From an optimization exercise on the open Yosys and OpenROAD flow, aimed at small area, a short achievable clock period and few clock cycles; shortcuts taken in it are not production practice. Only simulation tests tie the RTL to the original design; equivalence was not proved. No activity file was given, so power comes from the tool's default toggle rates.

== oak ==
## mu0
module mu0 (
    input clk,
    input rst,
    input overrideMemControl,
    input overrideMemRnW,
    input [15:0] overrideMemAddr,
    input [15:0] overrideMemDataIn,
    output [15:0] overrideMemDataOut,
    output reg done,
    input start,
    output reg [15:0] pc,
    output reg [15:0] acc
);
    reg [15:0] ir;
    reg accNz;   
    reg running;
    reg oldStart;
    wire restart = oldStart != start;
    wire [3:0] op = ir[15:12];
    wire taken = (op == 4'd4) ||
                 (op == 4'd5 && !acc[15]) ||
                 (op == 4'd6 && accNz);
    wire [4:0] seqAddr = pc[4:0] + {4'b0, op[3]};
    wire [4:0] fetchAddr = restart ? 5'd0 : (taken ? ir[4:0] : seqAddr);
    wire [15:0] nextPc = taken ? {4'b0, ir[11:0]} + 16'd1 : pc + (op[3] ? 16'd2 : 16'd1);
    wire we = running ? (op == 4'd1) : (overrideMemControl && !overrideMemRnW);
    wire [4:0] waddr = running ? ir[4:0] : overrideMemAddr[4:0];
    wire [15:0] wdata = running ? acc : overrideMemDataIn;
    reg [15:0] mem [0:31];
    always @(posedge clk) begin
        if (we) mem[waddr] <= wdata;
    end
    wire [511:0] words;
    genvar i;
    generate
        for (i = 0; i < 32; i = i + 1) begin : wd
            assign words[16*i +: 16] = mem[i];
        end
    endgenerate
    wire [15:0] fetchData;
    wire [15:0] operand;
    wire [31:0] selBlo, selBhi;
    seldual declo (.addr_a(overrideMemAddr[4:0]), .addr_b(ir[4:0]), .en_a(!running), .sel(selBlo));
    seldual dechi (.addr_a(overrideMemAddr[4:0]), .addr_b(ir[4:0]), .en_a(!running), .sel(selBhi));
    rdport portA (.words(words), .sello(32'd1 << fetchAddr), .selhi(32'd1 << fetchAddr), .data(fetchData));
    rdport portB (.words(words), .sello(selBlo), .selhi(selBhi), .data(operand));
    assign overrideMemDataOut = operand;
    wire [15:0] aluResult;
  ...
export LEC_CHECK = 0
export CAP_MARGIN = 20
export CORE_MARGIN = 2
export CORE_UTILIZATION = 22
export SETUP_SLACK_MARGIN = 2.5
export SLEW_MARGIN = 20
export SYNTH_HIERARCHICAL = 1
export SYNTH_MINIMUM_KEEP_SIZE = 0
create_clock -name core_clock -period 7.5 [get_ports {clk}]
run.sh (not shown) runs the stock make flow with config.mk's settings and CLKGATE_MAP_FILE= SYNTH_SCRIPT=/design/flow/synth_recipe.tcl, a recipe that flattens the netlist after the stock synthesis.
Testbench counts of oak, summed over its fixed seeds: cycles 16,649.
What pine does differently from oak at the input level:
# oak
export LEC_CHECK = 0
export CAP_MARGIN = 20
export CORE_MARGIN = 2
export CORE_UTILIZATION = 22
export SETUP_SLACK_MARGIN = 2.5
export SLEW_MARGIN = 20
export SYNTH_HIERARCHICAL = 1
export SYNTH_MINIMUM_KEEP_SIZE = 0
create_clock -name core_clock -period 7.5 [get_ports {clk}]
# pine
export LEC_CHECK = 0
export CAP_MARGIN = 20
export CORE_MARGIN = 2
export CORE_UTILIZATION = 30
export CTS_CLUSTER_DIAMETER = 100
export CTS_CLUSTER_SIZE = 24
export SETUP_SLACK_MARGIN = 2.65
export SLEW_MARGIN = 20
export SYNTH_HIERARCHICAL = 1
export SYNTH_MINIMUM_KEEP_SIZE = 0
create_clock -name core_clock -period 7.5 [get_ports {clk}]
--- outcome ---
In pine, the worst slew margin relative to its limit came out 7.7 points below the value in oak. | worst setup slack | pine vs oak | 280 ps higher |. Leakage power summed over all cells: pine < oak. Higher clock tree buffer count of the final layout goes to oak over pine. Summary of the comparison: design area is lower in pine, relative to oak. Against oak, pine comes in 1 lower on number of logic stages on the critical path including buffering. pine has sequential share of cell area above what oak had. pine ended up with a higher post-layout utilization of the core than oak did. Note that the fill cell total of the finished layout recorded for pine amounts to 0.69 times the value seen in oak.
Edits applied to the flow inputs when going from pine to birch:
# pine
export LEC_CHECK = 0
export CAP_MARGIN = 20
export CORE_MARGIN = 2
export CORE_UTILIZATION = 30
export CTS_CLUSTER_DIAMETER = 100
export CTS_CLUSTER_SIZE = 24
export SETUP_SLACK_MARGIN = 2.65
export SLEW_MARGIN = 20
export SYNTH_HIERARCHICAL = 1
export SYNTH_MINIMUM_KEEP_SIZE = 0
create_clock -name core_clock -period 7.5 [get_ports {clk}]
# birch
export LEC_CHECK = 0
export CAP_MARGIN = 20
export CORE_MARGIN = 2
export CORE_UTILIZATION = 45
export SETUP_SLACK_MARGIN = 2.5
export SLEW_MARGIN = 20
export SYNTH_HIERARCHICAL = 1
export SYNTH_MINIMUM_KEEP_SIZE = 0
create_clock -name core_clock -period 7.5 [get_ports {clk}]
Results
- birch vs pine on critical path depth: birch is the higher one.
- The slew at the pin closest to its max-slew limit of birch falls short of that of pine by 190 ps.
- Of the two values seen for source of the critical timing path, overrideMemAddr[3] was produced by pine and overrideMemAddr[1] by birch.
- pine → birch: sequential power now sits at about the same level, number of ordinary and repair buffers in the finished layout lower.
- Min time the worst path needs with I/O delays and setup across birch and pine: pine
- [birch] total instance count after detailed placement fell 408 relative to pine
- Delta (birch minus pine): global-route total usage across every layer climbed 11 points; routed wire length dropped 540 um; sequential share of layout area lost 1.4 points.
For maple, these inputs were changed with respect to birch:
# birch
export LEC_CHECK = 0
export CAP_MARGIN = 20
export CORE_MARGIN = 2
export CORE_UTILIZATION = 45
export SETUP_SLACK_MARGIN = 2.5
export SLEW_MARGIN = 20
export SYNTH_HIERARCHICAL = 1
export SYNTH_MINIMUM_KEEP_SIZE = 0
create_clock -name core_clock -period 7.5 [get_ports {clk}]
# maple
export LEC_CHECK = 0
export CAP_MARGIN = 20
export CORE_MARGIN = 2
export CORE_UTILIZATION = 30
export CTS_CLUSTER_DIAMETER = 80
export CTS_CLUSTER_SIZE = 20
export SETUP_SLACK_MARGIN = 2.65
export SLEW_MARGIN = 20
export SYNTH_HIERARCHICAL = 1
export SYNTH_MINIMUM_KEEP_SIZE = 0
create_clock -name core_clock -period 7.5 [get_ports {clk}]
Cell area: birch vs maple — no meaningful difference. Taking birch as the reference point, the post-layout worst setup margin of maple rises by 27 ps. Critical path launch point: overrideMemAddr[1] -> birch, overrideMemAddr[4] -> maple. Placement-stage cell area (maple vs. birch) increases by a few percent. The estimated power of maple ends up lower than the estimate for birch. Total number of vias: maple > birch. maple vs. birch: worst-case setup slack after placement shows a reduction of 75 ps; global routing usage on met3 shows a reduction of 4.7 points; number of nets in the synthesized netlist shows no meaningful change; overall die width shows an increase of 54 um. Delta(number of non-clock buffers, maple - birch) > 0.

==> port drivers added, routing unchanged <==
The flow's constraints put no driver on any port. The routed layouts listed below were extracted and timed again, unchanged, in two steps. Step 1 sets driving cells, clkbuf_16 on the clock port and buf_2 on the other inputs (assumed; they add their load-dependent delay and slew). Step 2 adds t to the input delays and takes it off the output delays; t is the mean of the earliest and latest rising clock arrival at the registers after step 1. Input paths then give back, and output paths get back, about the clock's delay inside the block. Slacks: no drivers / after step 1 / after step 2; pairs: no drivers / after step 1.
run | t, ns | setup WS [ns] | cell pins on the clock port's net
oak | 0.704 | 2.336 / 2.233 / 1.679 | 1
pine | 0.686 | 2.619 / 2.434 / 1.814 | 1
birch | 0.676 | 2.502 / 2.395 / 1.915 | 1
maple | 0.645 | 2.528 / 2.303 / 1.805 | 1
After both steps every run listed still meets setup and hold. The setup slack of pine, which loses most, moves by -0.185 ns with the drivers and by -0.805 ns with both steps.
